Source: an optimization exercise on an open RTL-to-GDS flow (aim: small area). Production flows keep margins and buffers that such runs may drop. In this exercise RTL edits were held to simulation tests only and were not proved equivalent to the original. The flow treats the clock pin as an ideal source, which a real chip does not have. Power figures rest on the tool's default switching activity, not on a simulated workload.

Setup of garnet:
==> flow/design.v (excerpt) <==
module CPUSystem(Clock, Reset, T, Mem_Address, Mem_WData, Mem_RData, Mem_Read, Mem_Write);
For scale: ~44 I/O pins, ~0.010 mm² of cells after synthesis.
Settings: LEC_CHECK=0, ABC_AREA=1, CAP_MARGIN=5, CORE_MARGIN=2, CORE_UTILIZATION=65, GPL_TIMING_DRIVEN=0, SLEW_MARGIN=5; clock period 12.0 ns.
standard.sh (not shown) runs the stock make flow with config.mk's settings and CLKGATE_MAP_FILE= SYNTH_SCRIPT=/design/flow/synth_recipe.tcl, a recipe that flattens the netlist after the stock synthesis.
==> flow/flow/run.sh <==
#!/bin/bash
# Standard synthesis, then an area re-mapping of the combinational logic (flip-flops kept),
# then the standard layout from floorplan to finish.
set -euo pipefail
W=$(pwd)
RES=$W/orfs/results/sky130hd/CPUSystem/base
bash standard.sh synth > "$W/flow_synth.log" 2>&1
cp "$RES/1_2_yosys.v" "$W/std_1_2_yosys.v"
bash flow/remap.sh "$W/std_1_2_yosys.v" "$W/remap_1_2_yosys.v" > "$W/flow_remap.log" 2>&1
cp "$W/remap_1_2_yosys.v" "$RES/1_2_yosys.v"
touch "$RES/1_2_yosys.v"
PRE_CTS_TCL="$W/flow/cts_pre.tcl" \
BUFFER_PORTS_ARGS="-buffer_cell sky130_fd_sc_hd__buf_1" \
CTS_ARGS="-sink_clustering_enable -repair_clock_nets -dont_use_dummy_load -buf_list sky130_fd_sc_hd__clkbuf_4" \
  bash standard.sh finish > "$W/flow_finish.log" 2>&1
==> flow/flow/cts_pre.tcl <==
# Before CTS: wrap clock_tree_synthesis so that, right after it, clock buffers whose
# flip-flop loads see a slow clock edge are upsized (clkbuf_2 -> 4 -> 8 -> 16).
# upsize clock buffers whose flip-flop loads see a slow clock edge
proc clk_worst_load_slew {inst} {
  set worst 0
  foreach it [[[$inst findITerm X] getNet] getITerms] {
    if {[$it isInputSignal]} {
      set p [get_pins [[$it getInst] getName]/[[$it getMTerm] getName]]
      foreach e {rise fall} { set s [get_property $p slew_max_$e]; if {$s > $worst} {set worst $s} }
    }
  }
  return $worst
}
proc fix_clk_slew {limit} {
  set next [dict create sky130_fd_sc_hd__clkbuf_2 sky130_fd_sc_hd__clkbuf_4 sky130_fd_sc_hd__clkbuf_4 sky130_fd_sc_hd__clkbuf_8 sky130_fd_sc_hd__clkbuf_8 sky130_fd_sc_hd__clkbuf_16]
  for {set pass 0} {$pass < 4} {incr pass} {
    estimate_parasitics -placement
    set n 0
    foreach inst [[ord::get_db_block] getInsts] {
      set m [[$inst getMaster] getName]
      if {![dict exists $next $m]} continue
      if {[clk_worst_load_slew $inst] > $limit} { replace_cell [get_cells [$inst getName]] [dict get $next $m]; incr n }
    }
    puts "fix_clk_slew pass $pass upsized $n"
    if {$n == 0} break
  }
}
rename clock_tree_synthesis my_orig_clock_tree_synthesis
proc clock_tree_synthesis {args} {
  my_orig_clock_tree_synthesis {*}$args
  fix_clk_slew 0.1
}
==> flow/flow/remapD.abc <==
strash
ifraig
dc2
balance; rewrite; refactor; balance; rewrite; rewrite -z; balance; refactor -z; rewrite -z; balance
dch -f
amap -F 100 -A 50
strash
dc2
balance; rewrite; refactor; balance; rewrite; rewrite -z; balance; refactor -z; rewrite -z; balance
dch -f
amap -F 100 -A 50
strash
dch -f
amap -F 200 -A 200
==> flow/flow/remapE.abc <==
strash
ifraig
dc2
balance; rewrite; refactor; balance; rewrite; rewrite -z; balance; refactor -z; rewrite -z; balance
dch -f
if -K 4 -a
mfs2 -W 4
strash
dch -f
amap -F 100 -A 50
strash
dch -f
amap -F 100 -A 50
Other scripts of this flow, unchanged in this note and not shown: flow/flow/dontuse.txt, flow/flow/remap.sh, flow/flow/remap1.abc, flow/flow/remap2.abc, flow/flow/remap3.abc, flow/flow/remap4.abc, flow/flow/remap5.abc, flow/flow/remap6.abc, flow/flow/remap7.abc, flow/flow/remap8.abc, flow/flow/remap9.abc, flow/flow/remapA.abc, flow/flow/remapB.abc, flow/flow/remapC.abc
[inputs] raven vs garnet
- changing CORE_UTILIZATION from 65 to 40
- changing SLEW_MARGIN from 5 to 10
- changing CAP_MARGIN from 5 to 10
diff --git a/flow/flow/run.sh b/flow/flow/run.sh
--- a/flow/flow/run.sh
+++ b/flow/flow/run.sh
@@ -10,6 +10,5 @@
 cp "$W/remap_1_2_yosys.v" "$RES/1_2_yosys.v"
 touch "$RES/1_2_yosys.v"
-PRE_CTS_TCL="$W/flow/cts_pre.tcl" \
 BUFFER_PORTS_ARGS="-buffer_cell sky130_fd_sc_hd__buf_1" \
-CTS_ARGS="-sink_clustering_enable -repair_clock_nets -dont_use_dummy_load -buf_list sky130_fd_sc_hd__clkbuf_4" \
+CTS_ARGS="-sink_clustering_enable -repair_clock_nets -dont_use_dummy_load -buf_list sky130_fd_sc_hd__clkbuf_16 -sink_clustering_size 50 -sink_clustering_max_diameter 200" \
   bash standard.sh finish > "$W/flow_finish.log" 2>&1
removed: flow/flow/cts_pre.tcl
removed: flow/flow/remapD.abc
removed: flow/flow/remapE.abc
==> comparison <==
- raven: full flow OK, the timing, DRC and antenna checks passed
- garnet completed end to end with timing, DRC and antenna clean.
- Sequential cell power: garnet vs raven — no meaningful difference
- garnet -> raven: static power due to leakage increased by a few percent
- Area of combinational cells with multiple inputs: raven vs garnet up 2.5%
For yarrow, these inputs were changed with respect to raven:
- a change of CORE_UTILIZATION from 40 to 55
diff --git a/flow/flow/run.sh b/flow/flow/run.sh
--- a/flow/flow/run.sh
+++ b/flow/flow/run.sh
@@ -10,5 +10,6 @@
 cp "$W/remap_1_2_yosys.v" "$RES/1_2_yosys.v"
 touch "$RES/1_2_yosys.v"
+PRE_CTS_TCL="$W/flow/cts_pre.tcl" \
 BUFFER_PORTS_ARGS="-buffer_cell sky130_fd_sc_hd__buf_1" \
-CTS_ARGS="-sink_clustering_enable -repair_clock_nets -dont_use_dummy_load -buf_list sky130_fd_sc_hd__clkbuf_16 -sink_clustering_size 50 -sink_clustering_max_diameter 200" \
+CTS_ARGS="-sink_clustering_enable -repair_clock_nets -dont_use_dummy_load -buf_list sky130_fd_sc_hd__clkbuf_4" \
   bash standard.sh finish > "$W/flow_finish.log" 2>&1
==> flow/flow/cts_pre.tcl (new file) <==
# Before CTS: wrap clock_tree_synthesis so that, right after it, clock buffers whose
# flip-flop loads see a slow clock edge are upsized (clkbuf_2 -> 4 -> 8 -> 16).
# upsize clock buffers whose flip-flop loads see a slow clock edge
proc clk_worst_load_slew {inst} {
  set worst 0
  foreach it [[[$inst findITerm X] getNet] getITerms] {
    if {[$it isInputSignal]} {
      set p [get_pins [[$it getInst] getName]/[[$it getMTerm] getName]]
      foreach e {rise fall} { set s [get_property $p slew_max_$e]; if {$s > $worst} {set worst $s} }
    }
  }
  return $worst
}
proc fix_clk_slew {limit} {
  set next [dict create sky130_fd_sc_hd__clkbuf_2 sky130_fd_sc_hd__clkbuf_4 sky130_fd_sc_hd__clkbuf_4 sky130_fd_sc_hd__clkbuf_8 sky130_fd_sc_hd__clkbuf_8 sky130_fd_sc_hd__clkbuf_16]
  for {set pass 0} {$pass < 4} {incr pass} {
    estimate_parasitics -placement
    set n 0
    foreach inst [[ord::get_db_block] getInsts] {
      set m [[$inst getMaster] getName]
      if {![dict exists $next $m]} continue
      if {[clk_worst_load_slew $inst] > $limit} { replace_cell [get_cells [$inst getName]] [dict get $next $m]; incr n }
    }
    puts "fix_clk_slew pass $pass upsized $n"
    if {$n == 0} break
  }
}
rename clock_tree_synthesis my_orig_clock_tree_synthesis
proc clock_tree_synthesis {args} {
  my_orig_clock_tree_synthesis {*}$args
  fix_clk_slew 0.1
}
==> flow/flow/remapD.abc (new file) <==
strash
ifraig
dc2
balance; rewrite; refactor; balance; rewrite; rewrite -z; balance; refactor -z; rewrite -z; balance
dch -f
amap -F 100 -A 50
strash
dc2
balance; rewrite; refactor; balance; rewrite; rewrite -z; balance; refactor -z; rewrite -z; balance
dch -f
amap -F 100 -A 50
strash
dch -f
amap -F 200 -A 200
==> flow/flow/remapE.abc (new file) <==
strash
ifraig
dc2
balance; rewrite; refactor; balance; rewrite; rewrite -z; balance; refactor -z; rewrite -z; balance
dch -f
if -K 4 -a
mfs2 -W 4
strash
dch -f
amap -F 100 -A 50
strash
dch -f
amap -F 100 -A 50
==> flow/flow/remapF.abc (new file) <==
strash
ifraig
dc2
balance; rewrite; refactor; balance; rewrite; rewrite -z; balance; refactor -z; rewrite -z; balance
dch -f
amap -F 100 -A 50
strash
dc2
balance; rewrite; refactor; balance; rewrite; rewrite -z; balance; refactor -z; rewrite -z; balance
dch -f
amap -F 100 -A 50
strash
dch -f
amap -F 200 -A 200
strash
dch -f
amap -F 200 -A 200
- The run showing the greater final period demand of the worst path is yarrow.
- Compared with raven, yarrow shows a transition at the pin with the smallest max-transition slack that is 0.050 ns higher.
- Hold slack: raven vs yarrow, no meaningful difference
- yarrow vs. raven: relative area change from synthesis to final layout dropped 3.2 points, non-clock buffer count dropped 8.8%, final period utilization climbed 2.1 points, mapped cell area dropped 0.77%, clock tree cell share of total cell area dropped 1.5 points.
- yarrow contains more vias than raven.

CPUSystem again, from the RTL that the note above started with.
clock: 12.0 ns
lec_check: 0
abc_area: 1
cap_margin: 10
core_margin: 2
core_utilization: 65
gpl_timing_driven: 0
slew_margin: 10
==> flow/flow/run.sh <==
#!/bin/bash
# Standard synthesis, then an area re-mapping of the combinational logic (flip-flops kept),
# then the standard layout from floorplan to finish.
set -euo pipefail
W=$(pwd)
RES=$W/orfs/results/sky130hd/CPUSystem/base
bash standard.sh synth > "$W/flow_synth.log" 2>&1
cp "$RES/1_2_yosys.v" "$W/std_1_2_yosys.v"
bash flow/remap.sh "$W/std_1_2_yosys.v" "$W/remap_1_2_yosys.v" > "$W/flow_remap.log" 2>&1
cp "$W/remap_1_2_yosys.v" "$RES/1_2_yosys.v"
touch "$RES/1_2_yosys.v"
PRE_CTS_TCL="$W/flow/cts_pre.tcl" \
BUFFER_PORTS_ARGS="-buffer_cell sky130_fd_sc_hd__buf_1" \
CTS_ARGS="-sink_clustering_enable -repair_clock_nets -dont_use_dummy_load -buf_list sky130_fd_sc_hd__clkbuf_4" \
  bash standard.sh finish > "$W/flow_finish.log" 2>&1
==> flow/flow/remapD.abc <==
strash
ifraig
dc2
balance; rewrite; refactor; balance; rewrite; rewrite -z; balance; refactor -z; rewrite -z; balance
dch -f
amap -F 100 -A 50
strash
dc2
balance; rewrite; refactor; balance; rewrite; rewrite -z; balance; refactor -z; rewrite -z; balance
dch -f
amap -F 100 -A 50
strash
dch -f
amap -F 200 -A 200
==> flow/flow/remapE.abc <==
strash
ifraig
dc2
balance; rewrite; refactor; balance; rewrite; rewrite -z; balance; refactor -z; rewrite -z; balance
dch -f
if -K 4 -a
mfs2 -W 4
strash
dch -f
amap -F 100 -A 50
strash
dch -f
amap -F 100 -A 50
==> flow/flow/remapF.abc <==
strash
ifraig
dc2
balance; rewrite; refactor; balance; rewrite; rewrite -z; balance; refactor -z; rewrite -z; balance
dch -f
amap -F 100 -A 50
strash
dc2
balance; rewrite; refactor; balance; rewrite; rewrite -z; balance; refactor -z; rewrite -z; balance
dch -f
amap -F 100 -A 50
strash
dch -f
amap -F 200 -A 200
strash
dch -f
amap -F 200 -A 200
Other scripts of this flow, unchanged in this note and not shown: flow/flow/cts_pre.tcl, flow/flow/dontuse.txt, flow/flow/remap.sh, flow/flow/remap1.abc, flow/flow/remap2.abc, flow/flow/remap3.abc, flow/flow/remap4.abc, flow/flow/remap5.abc, flow/flow/remap6.abc, flow/flow/remap7.abc, flow/flow/remap8.abc, flow/flow/remap9.abc, flow/flow/remapA.abc, flow/flow/remapB.abc, flow/flow/remapC.abc
==> next run, changes <==
- CORE_UTILIZATION: 65 -> 40
removed: flow/flow/remapD.abc
removed: flow/flow/remapE.abc
removed: flow/flow/remapF.abc
The new run finished with timing, DRC and antenna clean.
Non-clock buffer count increases by 2.
Utilization decreases by 26 points.
Hold slack is about the same.
Combinational power decreases by about 1%.
Count of clock-buffer cells in the layout stays the same.
Routed wire length increases by 7.1%.
Setup slack improves by 360 ps.
Critical path depth is unchanged.
==> next run, changes <==
- CORE_UTILIZATION: 40 -> 65
Die area decreases by 38%.
Wire length decreases by 9.1%.
Sequential share of layout area increases by 0.95 points.
Worst setup slack got worse by 120 ps.
Fmax decreases by 1.1%.
Critical path depth increases by 3.
Utilization increases by 26 points.
Flip-flop and latch count does not change.

==> separate check: timing with driven ports <==
The flow's constraints put no driver on any port. The routed layouts listed below were extracted and timed again, unchanged, in two steps.
Step 1 assumes that a clkbuf_16 drives the clock port and a buf_2 every other input.
Step 2 also shifts input and output timing later by t, the mid clock arrival at the registers, as if the neighbouring blocks saw the same clock.
Three values: no drivers, after step 1, after step 2; two values: the first two.
| run | t (ns) | setup WS [ns] | worst setup path after step 2 |
|---|---|---|---|
| garnet | 0.429 | 0.552 / 0.552 / 0.552 | register to register |
| raven | 0.483 | 1.157 / 1.157 / 1.157 | register to register |
| yarrow | 0.434 | 0.909 / 0.909 / 0.909 | register to register |
| the first run of note 2 | 0.438 | 0.840 / 0.840 / 0.840 | register to register |
| the second run of note 2 | 0.442 | 1.203 / 1.203 / 1.203 | register to register |
| the third run of note 2 | 0.444 | 1.079 / 1.079 / 1.079 | register to register |
After both steps setup and hold are still met in every run listed.
